From an optimization exercise on the open Yosys and OpenROAD flow, aimed at a short achievable clock period and few clock cycles; shortcuts taken in it are not production practice.
Function not checked in this run: the RTL went through the layout flow alone.
No activity file was given, so power comes from the tool's default toggle rates.

==> design/flow/design.v <==
`timescale 1ns / 1ps
module alu(
        oe,
        opcode,
        in1,
        in2,
        carry,
        out,
        flags
    );
parameter width = 16;
parameter flags_width = 5;
input                       oe;
input [3:0]                 opcode;
input [width-1 : 0]         in1;
input [width-1 : 0]         in2;
input                       carry;
output[width-1 : 0]         out;
output[flags_width-1 : 0]   flags;   
reg [width-1 : 0]           result;
reg                         p, s, z, o, c;
always @(*) begin
    case(opcode)
        0: begin
            {c, result} = in1 + in2 + carry;
            o = (in1[width-1] == in2[width-1]) && (in1[width-1] != result[width-1]);
        end
        1: begin
            {c, result} = in1 - in2 - carry;
            o = (in1[width-1] != in2[width-1]) && (in1[width-1] != result[width-1]);
        end
        2: begin
            {c, result} = in2 - in1 - carry;
            o = (in2[width-1] != in1[width-1]) && (in2[width-1] != result[width-1]);
        end
        4: begin
            result = in1 & in2;
            c = 0;
            o = 0;
        end
        5: begin
            result = in1 | in2;
            c = 0;
            o = 0;
        end
        6: begin
            result = in1 ^ in2;
            c = 0;
            o = 0;
        end
        3: begin
            result = ~(in1 | in2);
            c = 0;
            o = 0;
        end
        7: begin
            result = (in1 << 1) | (in2 << 1);
            c = in1[width-1] | in2[width - 1];
            o = result[width-1] != c;
        end
        8: begin
            result = (in1 >> 1) | (in2 >> 1);
            c = in1[0] | in2[0];
            o = in1[width-1] | in2[width-1];
        end
        9: begin
            result = {in1[width-1], in1[width-1:1]} | {in2[width-1], in2[width-1:1]};
            c = in1[0] | in2[0];
            o = 0;
        end
        default: begin
            result = 0;
            c = 0;
            o = 0;
        end
    endcase
    z = result == 0;
    s = result[width-1];
    p = ~^result;
end
assign out = oe ? result : 0;
assign flags = {p, s, z, o, c};
endmodule
`timescale 1ns / 1ps
module bus(
        alu_in,
        ram_in,
        ram_out,
        io_in,
        io_out,
        regs_in,
        regs_out,
        cp_in,
        cp_out,
        ind_in,
        ind_out,
        am_out,
        aie_out,
        t1_out,
        t2_out,
        offset_in,
        ri_out,
        disp_out
    );
parameter width = 16;
input [width-1 : 0] alu_in;
input [width-1 : 0] ram_in;
input [width-1 : 0] io_in;
input [width-1 : 0] regs_in;
input [width-1 : 0] cp_in;
input [width-1 : 0] ind_in;
input [width-1 : 0] offset_in;
output[width-1 : 0] am_out;
output[width-1 : 0] aie_out;
output[width-1 : 0] t1_out;
output[width-1 : 0] t2_out;
output[width-1 : 0] ri_out;
output[width-1 : 0] ram_out;
output[width-1 : 0] io_out;
output[width-1 : 0] regs_out;
output[width-1 : 0] cp_out;
output[width-1 : 0] ind_out;
output[width-1 : 0] disp_out;
wire [width-1 : 0]  bus;
assign bus = alu_in | ram_in | io_in | regs_in | cp_in | ind_in | offset_in;
assign am_out = bus;
assign aie_out = bus;
assign ram_out = bus;
assign io_out = bus;
assign regs_out = bus;
assign cp_out = bus;
assign ind_out = bus;
assign t1_out = bus;
assign t2_out = bus;
assign ri_out = bus;
assign disp_out = bus;
endmodule
`timescale 1ns / 1ps
module register(
        clk,
        rst,
        oe,
        we,
        in,
        out,
        disp_out
    );
parameter width = 16;
input               clk;
input               rst;
input               oe;
input               we;
input [width-1 : 0] in;
output[width-1 : 0] out;
output[width-1 : 0] disp_out;
reg [width-1 : 0]   data;
always @(posedge clk) begin
    if(rst)
        data <= 0;
    else if(we)
        data <= in;
end
assign out = oe ? data : 0;
assign disp_out = data;
endmodule
`timescale 1ns / 1ps
module registers(
        clk,
        oe,
        we,
        addr,
        in,
        out,
        disp_addr,
        disp_out
    );
parameter width = 16;
parameter depth = 8;
parameter addr_width = 3;
input clk;
input oe;
input we;
input [addr_width-1 : 0]    addr;
input [width-1 : 0]         in;
output[width-1 : 0]         out;
input [addr_width-1 : 0]    disp_addr;
output[width-1 : 0]         disp_out;
reg [width-1 : 0]           regs[depth-1 : 0];
always @(posedge clk) begin
    if(we)
        regs[addr] <= in;
end
assign out = oe ? regs[addr] : 0;
assign disp_out = regs[disp_addr];
endmodule
`timescale 1ns / 1ps
module uc(
        clk,
        rst,
        ri,
        ind,
        regs_addr,
        regs_oe,
        regs_we,
        alu_oe,
        alu_carry,
        alu_opcode,
        ram_oe,
        ram_we,
        io_oe,
        io_we,
        cp_oe,
        cp_we,
        ind_sel,
        ind_oe,
        ind_we,
        am_oe,
        am_we,
        aie_oe,
        aie_we,
        t1_oe,
        t1_we,
        t2_oe,
        t2_we,
        ri_oe,
        ri_we,
        disp_state
    );
parameter word_width =          16;
parameter state_width =         16;
input                           clk;
input                           rst;
input [word_width-1 : 0]        ri;
input [word_width-1 : 0]        ind;
output reg                      alu_oe;
output reg                      alu_carry;
output reg[3 : 0]               alu_opcode;
output reg                      ram_oe;
output reg                      ram_we;
output reg                      io_oe;
output reg                      io_we;
output reg[2 : 0]               regs_addr;
output reg                      regs_oe;
output reg                      regs_we;
output reg                      cp_oe;
output reg                      cp_we;
output reg                      ind_sel;         
output reg                      ind_oe;
output reg                      ind_we;
output reg                      am_oe;
output reg                      am_we;
output reg                      aie_oe;
output reg                      aie_we;
output reg                      t1_oe;
output reg                      t1_we;
output reg                      t2_oe;
output reg                      t2_we;
output reg                      ri_oe;           
output reg                      ri_we;
output[state_width-1 : 0]       disp_state;
wire [0:6]                      cop;
wire                            d;
wire [0:1]                      mod;
wire [0:2]                      rg;
wire [0:2]                      rm;
wire [0:3]							  jump_val;
assign jump_val = {ri[4], ri[5], ri[6], ri[7]};
assign cop  = {ri[0], ri[1], ri[2], ri[3], ri[4], ri[5], ri[6]};
assign d    = {ri[7]};
assign mod  = {ri[8], ri[9]};
assign rg   = {ri[10], ri[11], ri[12]};
assign rm   = {ri[13], ri[14], ri[15]};
reg [state_width-1 : 0] state, state_next;
reg [state_width-1 : 0] decoded_src, decoded_src_next;       
reg [state_width-1 : 0] decoded_dst, decoded_dst_next;       
reg [state_width-1 : 0] decoded_exec, decoded_exec_next;     
reg [state_width-1 : 0] decoded_store, decoded_store_next;   
reg decoded_d, decoded_d_next;                               
always @(posedge clk) begin
    state <= 'h00;
    if(!rst) begin
        state <= state_next;
        if(state == 'h20) begin
            decoded_src <= decoded_src_next;
            decoded_dst <= decoded_dst_next;
            decoded_exec <= decoded_exec_next;
            decoded_store <= decoded_store_next;
            decoded_d <= decoded_d_next;
        end
    end
end
always @(*) begin
    state_next = 'h00;
    decoded_src_next = 'h00;
    decoded_dst_next = 'h00;
    decoded_exec_next = 'h00;
    decoded_store_next = 'h00;
    decoded_d_next = 0;
    alu_oe = 0;
    alu_carry = 0;
    alu_opcode = 0;
    ram_oe = 0;
    ram_we = 0;
    io_oe = 0;
    io_we = 0;
    regs_addr = 0;
    regs_oe = 0;
    regs_we = 0;
    cp_oe = 0;
    cp_we = 0;
    ind_sel = 0;
    ind_oe = 0;
    ind_we = 0;
    am_oe = 0;
    am_we = 0;
    aie_oe = 0;
    aie_we = 0;
    t1_oe = 0;
    t1_we = 0;
    t2_oe = 0;
    t2_we = 0;
    ri_oe = 0;
    ri_we = 0;
    case(state)
        'h00: begin
            state_next = 'h10;
        end
        'h10: begin
            cp_oe = 1;
            am_we = 1;
            state_next = 'h10 + 1;
        end
        'h10 + 'd1: begin
            am_oe = 1;
            state_next = 'h10 + 2;
        end
        'h10 + 'd2: begin
            ram_oe = 1;
            ri_we = 1;
            state_next = 'h20;
        end
        'h20: begin
				if(cop[1] == 0)begin		 
					if(cop[3] == 0) begin	 
						if(cop[0] == 0) begin	 
							if(cop[2] == 0) begin	 
								if(cop[5] == 1)begin				 
									decoded_d_next      = d;
									decoded_dst_next    = (mod == 2'b11) || (d == 1) ? 'h50 : 'h54;
									decoded_exec_next   = 'h60;
									decoded_src_next    = (cop[0:6] == 7'b0000011 && mod != 2'b11) ? 'h130 : ((mod == 2'b11) || (d == 1) ? 'h50 : 'h54);
									decoded_store_next  = (mod == 2'b11) || (d == 1) ? 'h70 : 'h74;
								end
								else begin							 
									decoded_d_next      = d;
									decoded_dst_next    = (mod == 2'b11) || (d == 1) ? 'h50 : 'h54;
									decoded_exec_next   = 'h60;
									decoded_src_next    = (cop[4:6]== 3'b101 && mod != 2'b11) ? 'h60 : ((mod == 2'b11) || (d == 0) ? 'h40 : 'h44);
									decoded_store_next  =  cop[4:6]== 3'b101 ? 'h10 : ((mod == 2'b11) || (d == 1) ? 'h70 : 'h74);
								end
							end
							if(cop[2] == 1) begin	 
								if(cop[5] == 1)begin				 
									decoded_d_next      = d;
									decoded_dst_next    = (mod == 2'b11) || (d == 1) ? 'h50 : 'h54;
									decoded_exec_next   = 'h60;
									decoded_src_next    = 'h110;
									decoded_store_next  = (mod == 2'b11) || (d == 1) ? 'h70 : 'h74;
								end
								else begin							 
									decoded_d_next      = d;
									decoded_dst_next    = (mod == 2'b11) || (d == 1) ? 'h50 : 'h54;
									decoded_exec_next   = 'h60;
									decoded_src_next    = 'h110;
									decoded_store_next  =  cop[4:6]== 3'b101 ? 'h10 : ((mod == 2'b11) || (d == 1) ? 'h70 : 'h74);
								end
							end
						end
						if(cop[0] == 1) begin	 
									decoded_d_next      = d;
									decoded_dst_next    = (mod == 2'b11) || (d == 1) ? 'h50 : 'h54;
									decoded_exec_next   = 'h60;
									decoded_src_next    = (cop[0:6] == 7'b1000011 && mod != 2'b11) ? 'h160 : ((mod == 2'b11) || (d == 1) ? 'h50 : 'h54);
									decoded_store_next  = 'h80;
						end
					end
					if(cop[3] == 1) begin	 
						if(cop[0] == 0) begin	 
							if(cop[2] == 0) begin	 
								 decoded_d_next      = 0;
								 decoded_dst_next    = mod == 2'b11 ? 'h50 : 'h54;
								 decoded_src_next    = mod == 2'b11 ? 'h40 : 'h44;
								 decoded_exec_next   = 'h60;
								 decoded_store_next  = mod == 2'b11 ? 'h70 : 'h74; 
							end
						end
						if(cop[0] == 1) begin	 
							if(cop[2] == 0) begin	 
								decoded_src_next	  = 'h60;
							end
						end
					end
				end
				if(cop[1] == 1)begin		 
					if(cop[3] == 0) begin	 
						if(cop[0] == 0) begin	 
							if(cop[2] == 0) begin	 
								decoded_d_next      = d;
								decoded_dst_next    = (mod == 2'b11) || (d == 1) ? 'h50 : 'h54;
								decoded_src_next    = (mod == 2'b11) || (d == 0) ? 'h40 : 'h44;
								decoded_exec_next   = 'h64;
								decoded_store_next  = 'h80 ; 
							end
							if(cop[2] == 1) begin	 
								decoded_d_next      = d;
								decoded_dst_next    = (mod == 2'b11) || (d == 1) ? 'h50 : 'h54; 
								decoded_src_next    = 'h110;
								decoded_exec_next   = 'h64;
								decoded_store_next  = 'h80 ;
							end
						end
					end
					if(cop[3] == 1) begin	 
						if(cop[0] == 0) begin	 
							if(cop[2] == 0) begin	 
								decoded_d_next      = d;
								decoded_dst_next    = (mod == 2'b11) || (d == 1) ? 'h50 : 'h54;	 
								decoded_src_next    = (mod == 2'b11) || (d == 0) ? 'h40 : 'h44;
								decoded_exec_next   = 'h64;
								decoded_store_next  = (mod == 2'b11) || (d == 1) ? 'h70 : 'h74;	 
							end
							if(cop[2] == 1) begin	 
								decoded_d_next      = d;
								decoded_dst_next    = (mod == 2'b11) || (d == 1) ? 'h50 : 'h54; 
								decoded_src_next    = 'h110;
								decoded_exec_next   = 'h64;
								decoded_store_next  = (mod == 2'b11) || (d == 1) ? 'h70 : 'h74;
							end
						end
					end
				end			
					case(mod)
						 2'b00: begin
							  state_next = rm[0] ? 'h34 : 'h30;
						 end
						 2'b11: begin
							  state_next = decoded_src_next;
						 end
						 2'b10: begin
							  state_next = 'h90;
						 end
					endcase
        end
		  'h150:begin
				regs_addr = 3;
				regs_oe = 1;
				t2_we = 1;
				state_next = 'h150 + 1;
		  end
		  'h150 + 'd1:begin
				t1_oe = 0;
				t2_oe = 1;
				alu_opcode = 2;
				alu_carry = 1;
				alu_oe = 1;
				regs_addr = 3;
				regs_we = 1;
				t2_we = 1;
				am_we = 1;
				state_next = 'h150 + 2;
		  end
		  'h150 +'d2:begin
				am_oe = 1;
				ind_oe = 1;
				ram_we = 1;
				state_next = 'h120 + 3;
		  end
		  'h120:begin
				regs_addr = 3;
				regs_oe = 1;
				t2_we = 1;
				state_next = 'h120 + 1;
		  end
		  'h120 + 'd1:begin
				t1_oe = 0;
				t2_oe = 1;
				alu_opcode = 2;
				alu_carry = 1;
				alu_oe = 1;
				regs_addr = 3;
				regs_we = 1;
				t2_we = 1;
				am_we = 1;
				state_next = 'h120 + 2;
		  end
		  'h120 +'d2:begin
				am_oe = 1;
				t1_oe = 1;
				t2_oe = 0;
				alu_opcode = 5;
				alu_oe = 1;
				ram_we = 1;
				state_next = 'h120 + 3;
		  end
		  'h120+'d3:begin
				state_next = 'h80;
		  end
		  'h160:begin
				regs_addr = 3;
				regs_oe = 1;
				am_we = 1;
				t2_we = 1;
				state_next = 'h160 +1;
			end	
		  'h160 + 'd1:begin
				t2_oe = 1;
				alu_opcode = 0;
				alu_carry = 1;
				alu_oe = 1;
				regs_addr = 3;
				regs_we = 1;
				am_oe = 1;
				state_next = 'h160+2;
			end
		  'h160+ 'd2:begin
				ram_oe = 1;
				ind_we = 1;
				state_next = decoded_store;
			end
		  'h130:begin
				regs_addr = 3;
				regs_oe = 1;
				am_we = 1;
				t2_we = 1;
				state_next = 'h130 +1;
			end
			'h130 + 'd1:begin
				t1_oe = 0;
				t2_oe = 1;
				alu_opcode = 0;
				alu_carry = 1;
				alu_oe = 1;
				regs_addr = 3;
				regs_we = 1;
				am_oe = 1;
				state_next = 'h130+2;
			end
			'h130+ 'd2:begin
				ram_oe = 1;
				t2_we = 1;
				if(mod == 2'b11)
					state_next = 'h130+4;
				else
					state_next = 'h130+3;
			end
			'h130+ 'd3:begin
				t1_oe = 1;
				t2_oe = 0;
				alu_opcode = 5;
				alu_oe = 1;
				am_we = 1;
				state_next = 'h130+4;
			end
			'h130+ 'd4:begin
				t1_oe = 0;
				t2_oe = 1;
				alu_opcode = 5;
				alu_oe = 1;
				t1_we = 1;
				state_next = decoded_store;
			end
		  'h90: begin
				cp_oe = 1;
				t1_we = 1;
				state_next = 'h90 + 1;
		  end
		  'h90 + 'd1: begin
				t1_oe = 1;
            t2_oe = 0;
            alu_carry = 1;
            alu_opcode = 0;
				alu_oe = 1;
				cp_we = 1;
				state_next = rm[0] ? 'h34 : 'h30;
		  end
		  'h34: begin
            regs_addr = rm;
            regs_oe = 1;
            if(decoded_d)
                t2_we = 1;
            else
                t1_we = 1;
            if(mod == 2'b10)
					state_next = 'h100;
				else
					if(cop[2] == 1)
						state_next = 'h110;
					else
						state_next = decoded_src;
        end
		  'h30: begin
            regs_addr = rm[1] ? 7 : 6;
            regs_oe = 1;
            t1_we = 1;
            state_next = 'h30 + 1;
        end
        'h30 + 'd1: begin
            regs_addr = rm[2] ? 5 : 4;
            regs_oe = 1;
            t2_we = 1;
            state_next = 'h30 + 2;
        end
        'h30 + 'd2: begin
            t1_oe = 1;
            t2_oe = 1;
            alu_carry = 0;
            alu_opcode = 0;
            alu_oe = 1;
            if(decoded_d)
                t2_we = 1;
            else
                t1_we = 1;
				if(mod == 2'b10)
					state_next = 'h100;
				else
					if(cop[2] == 1)
						state_next = 'h110;
					else
						state_next = decoded_src;
        end
		  'h100: begin
				cp_oe = 1;
            am_we = 1;
				state_next = 'h100 + 1;
		  end
		  'h100 + 'd1: begin
				am_oe = 1;
				state_next = 'h100 + 2;
		  end
		  'h100 + 'd2: begin
				ram_oe = 1;
				if(decoded_d)
                t1_we = 1;
            else
                t2_we = 1;
				state_next = 'h100 + 3;
		  end
		  'h100 + 'd3: begin
				t1_oe = 1;
            t2_oe = 1;
            alu_carry = 0;
            alu_opcode = 0;
            alu_oe = 1;
            if(decoded_d)
                t2_we = 1;
            else
                t1_we = 1;
				if(cop[2] == 1)
					state_next = 'h110;
				else	
					state_next = decoded_src;
		  end
		  'h110: begin
				cp_oe = 1;
				t2_we = 1;
				state_next = 'h110 + 1;
		  end
		  'h110 + 'd1: begin
				t1_oe = 0;
				t2_oe = 1;
				alu_carry = 1;
            alu_opcode = 0;
				alu_oe = 1;
				cp_we = 1;
				state_next = 'h110 + 2;
		  end
		  'h110 + 'd2: begin
				cp_oe = 1;
				am_we = 1;
				state_next = 'h110 + 3;
		  end
		  'h110 + 'd3: begin
				am_oe = 1;
				state_next = 'h110 + 4;
		  end
		  'h110 + 'd4: begin
				ram_oe = 1;
				if(decoded_d)
                t1_we = 1;
            else
                t2_we = 1;
				state_next = decoded_dst;
		  end
        'h40: begin
            regs_addr = decoded_d ? rm : rg;
            regs_oe = 1;
            t2_we = 1;
            state_next = decoded_dst;
        end
        'h44: begin
            t1_oe = 0;
            t2_oe = 1;
            alu_opcode = 5;
            alu_oe = 1;
            am_we = 1;
            state_next = 'h44 + 1;
        end
        'h44 + 'd1: begin
            am_oe = 1;
            state_next = 'h44 + 2;
        end
        'h44 + 'd2: begin
            ram_oe = 1;
            t2_we = 1;
            state_next = decoded_dst;
        end
        'h50: begin
            regs_addr = decoded_d ? rg : rm;
            regs_oe = 1;
            t1_we = 1;
				if(cop[0:6] == 2)
					state_next = 'h120;
				else	if(cop[0:6] == 3)
					state_next = 'h130;
				else	if(cop[0:6] == 7'b1000010)
					state_next = 'h150;
				else	if(cop[0:6] == 7'b1000011)
					state_next = 'h160;
				else
					state_next = decoded_exec;
        end
        'h54: begin
            t1_oe = 1;
            t2_oe = 0;
            alu_opcode = 5;
            alu_oe = 1;
            am_we = 1;
            state_next = 'h54 + 1;
        end
        'h54 + 'd1: begin
            am_oe = 1;
            state_next = 'h54 + 2;
        end
        'h54 + 'd2: begin
            ram_oe = 1;
            t1_we = 1;
				if(cop[0:6] == 2)
					state_next = 'h120;
				else	if(cop[0:6] == 3)
					state_next = 'h130;
				else	if(cop[0:6] == 7'b1000010)
					state_next = 'h150;
				else	if(cop[0:6] == 7'b1000011)
					state_next = 'h160;
				else
					state_next = decoded_exec;
        end
        'h60: begin
					if(cop[0] == 0) begin  
						if(cop[3] == 1) begin
							t1_oe = 1;
							case(cop[4:6])
								 3'b000: begin                                
									  alu_carry = 1;
									  alu_opcode = 0;
								 end
								 3'b001: begin                                
									  alu_carry = 1;
									  alu_opcode = 1;
								 end
								 3'b010: begin                                
									  alu_carry = 0;
									  alu_opcode = 2;
								 end
								 3'b011: begin                                
									  alu_opcode = 3;
								 end
								 3'b100: alu_opcode = 7;                   
								 3'b101: alu_opcode = 8;                   
								 3'b110: alu_opcode = 9;                   
							endcase
							ind_sel = 1;
							ind_we = 1;
						end
						else begin
							case(cop[4:6])
								3'b000: begin												 
									t2_oe = 1;
									alu_opcode = 5;
								end
								3'b101:begin												 
									t1_oe = 1;
									alu_opcode = 5;
									cp_we = 1;
								end
							endcase
						end
						alu_oe = 1;
						t1_we = 1;
						state_next = decoded_store;
					end
					else begin 
						case(jump_val)
							4'b0000: begin									 
								if( (ind[4] | ind[2]) == 1 )
									state_next = 'h140;
								else state_next = 'h80;
							end
							4'b0001: begin									 
								if( ind[3] == 1 )
									state_next = 'h140;
								else state_next = 'h80;
							end
							4'b0010: begin									 
								if( ((ind[1]^ind[3]) | ind[2]) == 1 )
									state_next = 'h140;
								else state_next = 'h80;
							end
							4'b0011: begin									 
								if( (ind[1]^ind[3]) == 1 )
									state_next = 'h140;
								else state_next = 'h80;
							end
							4'b0100: begin									 
								if( ind[2] == 1 )
									state_next = 'h140;
								else state_next = 'h80;
							end
							4'b0101: begin									 
								if( ind[1] == 1 )
									state_next = 'h140;
								else state_next = 'h80;
							end
							4'b0110: begin									 
								if( ind[3] == 1 )
									state_next = 'h140;
								else state_next = 'h80;
							end
							4'b0111: begin									 
								if( ind[4] == 1 )
									state_next = 'h140;
								else state_next = 'h80;
							end
							4'b1000: begin									 
								if( (ind[4] | ind[2] ) == 0 )
									state_next = 'h140;
								else state_next = 'h80;
							end
							4'b1001: begin									 
								if( ind[0] == 0 )
									state_next = 'h140;
								else state_next = 'h80;
							end
							4'b1010: begin									 
								if( ((ind[1]^ind[3]) | ind[2]) == 0 )
									state_next = 'h140;
								else state_next = 'h80;
							end
							4'b1011: begin									 
								if( (ind[1]^ind[3]) == 0 )
									state_next = 'h140;
								else state_next = 'h80;
							end
							4'b1100: begin									 
								if( ind[2] == 0 )
									state_next = 'h140;
								else state_next = 'h80;
							end
							4'b1101: begin									 
								if( ind[1] == 0 )
									state_next = 'h140;
								else state_next = 'h80;
							end
							4'b1110: begin									 
								if( ind[3] == 0 )
									state_next = 'h140;
								else state_next = 'h80;
							end
							4'b1111: begin									 
								if( ind[4] == 0 )
									state_next = 'h140;
								else state_next = 'h80;
							end
						endcase
					end
        end
        'h64: begin
            t1_oe = 1;
            t2_oe = 1;
            case(cop[4:6])
                3'b000: begin                                
                    alu_carry = 0;
                    alu_opcode = 0;
                end
                3'b001: begin                                
                    alu_carry = ind[0];
                    alu_opcode = 0;
                end
                3'b010: begin                                
                    alu_carry = 0;
                    alu_opcode = 1;
                end
                3'b011: begin                                
                    alu_carry = ind[0];
                    alu_opcode = 1;
                end
                3'b100: alu_opcode = 4;                   
                3'b101: alu_opcode = 5;                    
                3'b110: alu_opcode = 6;                   
            endcase
            alu_oe = 1;
            t1_we = 1;
            ind_sel = 1;
            ind_we = 1;
            state_next = decoded_store;
        end
		  'h140:begin
				cp_oe = 1;
				t1_we = 1;
				state_next = 'h140 + 1;
		  end
		  'h140 + 'd1:begin
				ri_oe = 1;
				t2_we = 1;
				state_next = 'h140 + 2;
		  end
		  'h140 + 'd2:begin
				t1_oe = 1;
				t2_oe = 1;
				alu_opcode = 0;
				alu_carry = 0;
				alu_oe = 1;
				cp_we = 1;
				state_next = 'h10;
		  end
        'h70: begin
            t1_oe = 1;
            t2_oe = 0;
            alu_opcode = 5;
            alu_oe = 1;
            regs_addr = decoded_d ? rg : rm;
            regs_we = 1;
            state_next = 'h80;
        end
        'h74: begin
            t1_oe = 1;
            t2_oe = 0;
            alu_opcode = 5;
            alu_oe = 1;
            am_oe = 1;
            ram_we = 1;
            state_next = 'h74 + 1;
        end
        'h74 + 'd1: begin
            state_next = 'h80;
        end
        'h80: begin
            cp_oe = 1;
            t1_we = 1;
            state_next = 'h80 + 1;
        end
        'h80 + 'd1: begin
            t1_oe = 1;
            cp_we = 1;
            alu_oe = 1;
            alu_carry = 1;
            alu_opcode = 0;
            state_next = 'h10;
        end
        default: ;
    endcase
end
assign disp_state = state;
endmodule
`timescale 1ns / 1ps
module calc_didactic(
        clk,
        rst,
        mem_addr,
        mem_we,
        mem_wdata,
        mem_rdata
    );
parameter addr_width = 10;
parameter word_width = 16;
input                       clk;
input                       rst;
output[addr_width-1 : 0]    mem_addr;
output                      mem_we;
output[word_width-1 : 0]    mem_wdata;
input [word_width-1 : 0]    mem_rdata;
wire[word_width-1 : 0]      disp_cp, disp_ind, disp_am, disp_aie, disp_t1, disp_t2, disp_ri, disp_mag;
wire[word_width-1 : 0]      disp_state, disp_reg_data;
wire[word_width-1 : 0]      io_in;
wire                        io_oe, io_we;
wire                        cp_oe;
wire                        cp_we;
wire[word_width-1 : 0]      cp_in;
wire[word_width-1 : 0]      cp_out;
register #(word_width) cp(clk, rst, cp_oe, cp_we, cp_in, cp_out, disp_cp);
wire                        ind_oe;
wire                        ind_we;
wire[word_width-1 : 0]      ind_in;
wire[word_width-1 : 0]      ind_out;
register #(word_width) ind(clk, rst, ind_oe, ind_we, ind_in, ind_out, disp_ind);
wire                        am_oe;
wire                        am_we;
wire[word_width-1 : 0]      am_in;
wire[word_width-1 : 0]      am_out;
register #(word_width) am(clk, rst, am_oe, am_we, am_in, am_out, disp_am);
wire                        aie_oe;
wire                        aie_we;
wire[word_width-1 : 0]      aie_in;
wire[word_width-1 : 0]      aie_out;
register #(word_width) aie(clk, rst, aie_oe, aie_we, aie_in, aie_out, disp_aie);
wire                        t1_oe;
wire                        t1_we;
wire[word_width-1 : 0]      t1_in;
wire[word_width-1 : 0]      t1_out;
register #(word_width) t1(clk, rst, t1_oe, t1_we, t1_in, t1_out, disp_t1);
wire                        t2_oe;
wire                        t2_we;
wire[word_width-1 : 0]      t2_in;
wire[word_width-1 : 0]      t2_out;
register #(word_width) t2(clk, rst, t2_oe, t2_we, t2_in, t2_out, disp_t2);
wire                        ri_oe;
wire                        ri_we;
wire[word_width-1 : 0]      ri_in;
wire[word_width-1 : 0]      ri_out;
register #(word_width) ri(clk, rst, ri_oe, ri_we, ri_in, ri_out, disp_ri);
wire                        alu_oe;
wire[3 : 0]                 alu_opcode;
wire                        alu_carry;
wire[word_width-1 : 0]      alu_out;
wire[4 : 0]                 alu_flags;
alu #(word_width, 5) alu(alu_oe, alu_opcode, t1_out, t2_out, alu_carry, alu_out, alu_flags);
wire                        ram_oe;
wire                        ram_we;
wire[word_width-1 : 0]      ram_in;
wire[word_width-1 : 0]      ram_out;
assign mem_addr = am_out[addr_width-1 : 0];
assign mem_we = ram_we;
assign mem_wdata = ram_in;
assign ram_out = ram_oe ? mem_rdata : 0;
wire                        regs_oe;
wire                        regs_we;
wire[2 : 0]                 regs_addr;
wire[word_width-1 : 0]      regs_in;
wire[word_width-1 : 0]      regs_out;
registers #(word_width) regs(clk, regs_oe, regs_we, regs_addr, regs_in, regs_out, 3'b000, disp_reg_data);
wire                        ind_sel;
wire[word_width-1 : 0]      ind_mag;
assign ind_in = ind_sel ? alu_flags : ind_mag;
wire[word_width-1 : 0]      offset_out;
assign offset_out = {{8{ri_out[8]}}, ri_out[8], ri_out[9], ri_out[10], ri_out[11], ri_out[12], ri_out[13], ri_out[14], ri_out[15]};
bus #(word_width) mag(alu_out, ram_out, ram_in, {word_width{1'b0}}, io_in, regs_out, regs_in, cp_out, cp_in, ind_out, ind_mag, am_in, aie_in, t1_in, t2_in, offset_out, ri_in, disp_mag);
uc #(word_width) uc(clk, rst, disp_ri, disp_ind, regs_addr, regs_oe, regs_we, alu_oe, alu_carry, alu_opcode, ram_oe, ram_we, io_oe, io_we, cp_oe, cp_we, ind_sel, ind_oe, ind_we, am_oe, am_we, aie_oe, aie_we, t1_oe, t1_we, t2_oe, t2_we, ri_oe, ri_we, disp_state);
endmodule
==> design/flow/run.sh <==
#!/bin/bash
# synth_recipe.tcl (not shown) runs the flow's synth.tcl, then flattens the netlist and writes it again
# the make line also repeats each setting of config.mk as NAME=value (left out here)
make -C /OpenROAD-flow-scripts/flow DESIGN_CONFIG=/design/flow/config.mk WORK_HOME=/design/flow/orfs CLKGATE_MAP_FILE= SYNTH_SCRIPT=/design/flow/synth_recipe.tcl finish
==> design/flow/config.mk <==
export PLATFORM = sky130hd
export DESIGN_NAME = calc_didactic
export DESIGN_NICKNAME = calc_didactic
export VERILOG_FILES = /design/flow/design.v
export SDC_FILE = /design/flow/constraint.sdc
export NUM_CORES = 4
export LEC_CHECK = 0
export CAP_MARGIN = 20
export CORE_MARGIN = 2
export CORE_UTILIZATION = 40
export SLEW_MARGIN = 20
==> design/flow/constraint.sdc <==
create_clock -name core_clock -period 10.0 [get_ports {clk}]
set_input_delay 2.0000 -clock core_clock [delete_from_list [all_inputs] [get_ports {clk}]]
set_output_delay 2.0000 -clock core_clock [all_outputs]
set_load 0.01 [all_outputs]
==> summary.txt <==
==> metrics by stage <==
stage | area (sq um) | hold WS [ns]
detailed placement | 17600 | 0.447
finish | 18400 | 0.455
floorplan | 16500 | 0.425
global placement | 17600 | 0.438
CTS | 18400 | 0.454
global route | 18400 | 0.479
==> area by class of cell <==
| type | count | share of cell area [%] |
|---|---|---|
| sequential | 239 | 33.7 |
| tap | 532 | 3.62 |
| timing repair buffer | 105 | 4.85 |
| clock inverter | 17 | 0.884 |
| clock buffer | 31 | 3.64 |
| inverter | 105 | 2.15 |
| multi-input combinational | 1368 | 51.2 |
==> placed cells by master, fill, tap and decap left out, types with 11 or more instances in the layout <==
cell	count
nand2_1	221
nor2_1	162
edfxtp_1	141
inv_1	103
a21oi_1	98
dfxtp_1	98
ha_1	96
a211oi_1	76
o21ai_0	74
buf_4	61
nand3_1	53
clkdlybuf4s50_1	43
nor3_1	32
and2_1	31
xnor2_1	29
clkbuf_16	26
nand2b_1	24
mux2i_1	23
o211ai_1	23
a21o_1	22
o22ai_1	19
a221oi_1	18
nor2b_1	16
a31oi_1	16
xor2_1	14
and3_1	13
nand4_1	13
mux4_2	13
or3_1	12
nor4_1	12
a221o_1	12
nor3b_1	11
==> per-layer routing <==
| layer | up-vias | GRT usage, % |
|---|---|---|
| met5 | - | 0 |
| met3 | 139 | 5.82 |
| met1 | 7074 | 35.1 |
| met4 | 0 | 9.80 |
| li1 | 6822 | - |
| met2 | 611 | 43.5 |
==> state kept, by name, indices dropped and copies added, names as in the netlist <==
register and cells:
ind.data 16, t1.data 16, uc.decoded_store 4, t2.data 16, uc.decoded_src 5, uc.decoded_dst 2, am.data 10, uc.state 8
cp.data 16, uc.decoded_exec 1, uc.decoded_d 1, ri.data 16, regs.regs 128
==> cell families after synthesis <==
logic type      share of synthesized area [%]
buf+inv                                  5.75
xor+xnor                                 2.38
simple gates                             20.5
fa+ha+maj                                8.02
compound gates                           22.5
flops                                    37.6
mux                                      3.31
==> worst max-delay path, delay by kind of cell (launching register included) <==
| kind | cells | cell delay [ns] |
|---|---|---|
| compound gates | 8 | 2.21 |
| xor+xnor | 1 | 0.11 |
| fa+ha+maj | 2 | 0.66 |
| buf+inv | 5 | 1.22 |
| flops | 1 | 0.63 |
| simple gates | 5 | 2.11 |
==> power breakdown <==
part / switching, mW / internal (mW) / total, mW
sequential: 0.0263 / 1.05 / 1.08
clock: 0.408 / 0.533 / 0.941
combinational: 0.193 / 0.0901 / 0.283
total: 0.628 / 1.68 / 2.30
==> worst min-delay path by stage <==
| stage | startpoint | end | slack, ns | cells past startpoint |
|---|---|---|---|---|
| CTS | ind.data[7] | ind.data[7] | 0.45 | 2 |
| floorplan | ind.data[6] | ind.data[6] | 0.43 | 2 |
| finish | ind.data[7] | ind.data[7] | 0.46 | 2 |
| detailed placement | ind.data[7] | ind.data[7] | 0.45 | 2 |
| global route | ind.data[9] | ind.data[9] | 0.48 | 2 |
| global placement | ind.data[9] | ind.data[9] | 0.44 | 2 |
==> qor.txt <==
Tightest Pin Transition = 1.05 ns
Ports = 45
First-pass iteration count of the detailed router = 6
Clock skew = 0.0350 ns
First DRT Iteration DRCs = 1,543
First-pass GRT wire length = 86.9 mm
Root buf cell = clkbuf_16
CP max stage cell = or4_1
Worst reg2reg startpoint = uc.state[1]
Required time of the worst setup path = 8.00 ns
Final Hold Fails = 0
Min Tclk post-route = 9.54 ns
Synth Register Bits = 239
Cells after DPL = 2,349
Layout area overhead = 11.7%
Synth area leader = edfxtp_1
Final setup fails = 0
Non-filler cells, final = 2,397
Post-synth EDFFs = 141
Initial Util = 40.4%
Multi-input logic area = 9420 sq um
Peak Freq = 105 MHz
Detail Route met2 WL = 26.7 mm
Netlist Area Pre-Place = 16,500 sq um
CTS Buffer Depth = 3
RSZ-0062 raised after global routing = false
FF/Latch Area = 6200 sq um
Share of layout cells above drive strength 1 = 10.0%
Row count = 74
Worst setup SP type = flip-flop
Critical path endpoint = mem_wdata[6]
Most common cell in the netlist = nand2_1
Flop2flop setup slack = 2.82 ns
Avg Inst Size Synth = 8.99 sq um
Final core utilization = 45.2%
Diode count = 0
Core area = 40,700 sq um
Routed wl met3 = 4.78 mm
Synth warn = 4
Largest net degree at the start of global routing = 81
Max Cap Viol = 0
Antenna Nets Post-Route = 0
Num CTS Buffers = 26
CTS tree = built
Syn Inst Count = 1,833
Number of global-route vias before repair = 14.2k
Post-Place Setup Slack = 1.32 ns
Post-synth cell types = 115
Worst Path Arrival = 7.54 ns
All-layer global routing usage = 26.8%
Outcome = finished clean
Tcrit/Tclk final = 95.4%
Clock latency on the worst-skew pair = 0.57 ns
Die ar. = 42,800 sq um
Clock sink count = 239
Crit-path max cell delay = 0.84 ns
Final WL = 57.5 mm
R2r endpoint = ind.data[4]
Die width = 207 um
Worst IR Drop VDD = 137 uV
Pwr Total = 2.30 mW
Post-CTS Hold Fix Bufs = 0
NumNets Final = 1,965
Post-DR wirelength/cell = 24.0 um
Net Count, Synth = 1,953
Post-synthesis sequential area ratio = 37.6%
Critical path class = flip-flop to output pin
Hold WC Path Type = flip-flop to flip-flop
Die H = 207 um
Worst path most repeated cell = inv_1
Post-CTS sizing = 0
Reg2Reg Depth = 25
Setup_tns = 0 ns
Relative slew slack = 29.7%
Total gr overflow = 0
Dpl hpwl = 43.0 mm
Ys flop type = edfxtp_1
Pwr dens = 125 nW/um^2
Synth top area share = 25.7%
Reg clk slew, reported paths = 0.07 ns
CP startpoint = uc.state[1]
Fin. max-slew vios = 0
Routability cong. = 0.972
Slack of the critical path = 0.462 ns
Cell Chain, Critical Path = or4_1 -> nor4_1 -> a211o_1 -> or2_2 -> nand2_1 -> inv_1 -> fa_1 -> inv_1 -> fa_1 -> a21boi_0 -> o21a_1 -> nor2_1 -> o21bai_1 -> xor2_1 -> a22oi_1 -> o311ai_1 -> a2111oi_0 -> buf_4 -> o21a_2 -> inv_1 -> clkdlybuf4s50_1
Asr flop ratio synth = 0%
Initial antenna violation count = 0
Vias = 14.6k
Fillers = 3,985
Post-CTS Setup Inserts = 0
Wire length on met1 = 23.8 mm
Maximum level of the CTS H-tree = 1
DR DRC count = 0
Crit. End Element = output pin
Number of vias per cell = 6.11
Leak = 6.70 nW
Top Metal Used = met4
Buffers on Ports = 44
Commonest cells in the netlist = 221 x nand2_1, 164 x nor2_1, 141 x edfxtp_1
Synth area leaders = edfxtp_1 26%, dfxtp_1 12%, ha_1 7.3%
Worst-path maximum fanout = 27

==> afterwards: timing with drivers on the ports <==
No port has a modelled driver above. Below, the same layout with a new extraction and two added sets of constraints.
Step 1 sets driving cells, clkbuf_16 on the clock port and buf_2 on the other inputs (assumed; they add their load-dependent delay and slew).
Step 2 also shifts input and output timing later by t, the mid clock arrival at the registers, as if the neighbouring blocks saw the same clock.
a / b / c = ideal ports / drivers / drivers and shift; a / b = the first two.
shift t [ns]: 0.613
setup WS [ns]: 0.462 / 0.406 / 1.018
clock arrival spread, ns: 0.035 / 0.035
After both steps setup and hold are still met in this run. For this run, drivers alone change the setup slack by -0.056 ns; drivers and shift together by +0.556 ns.
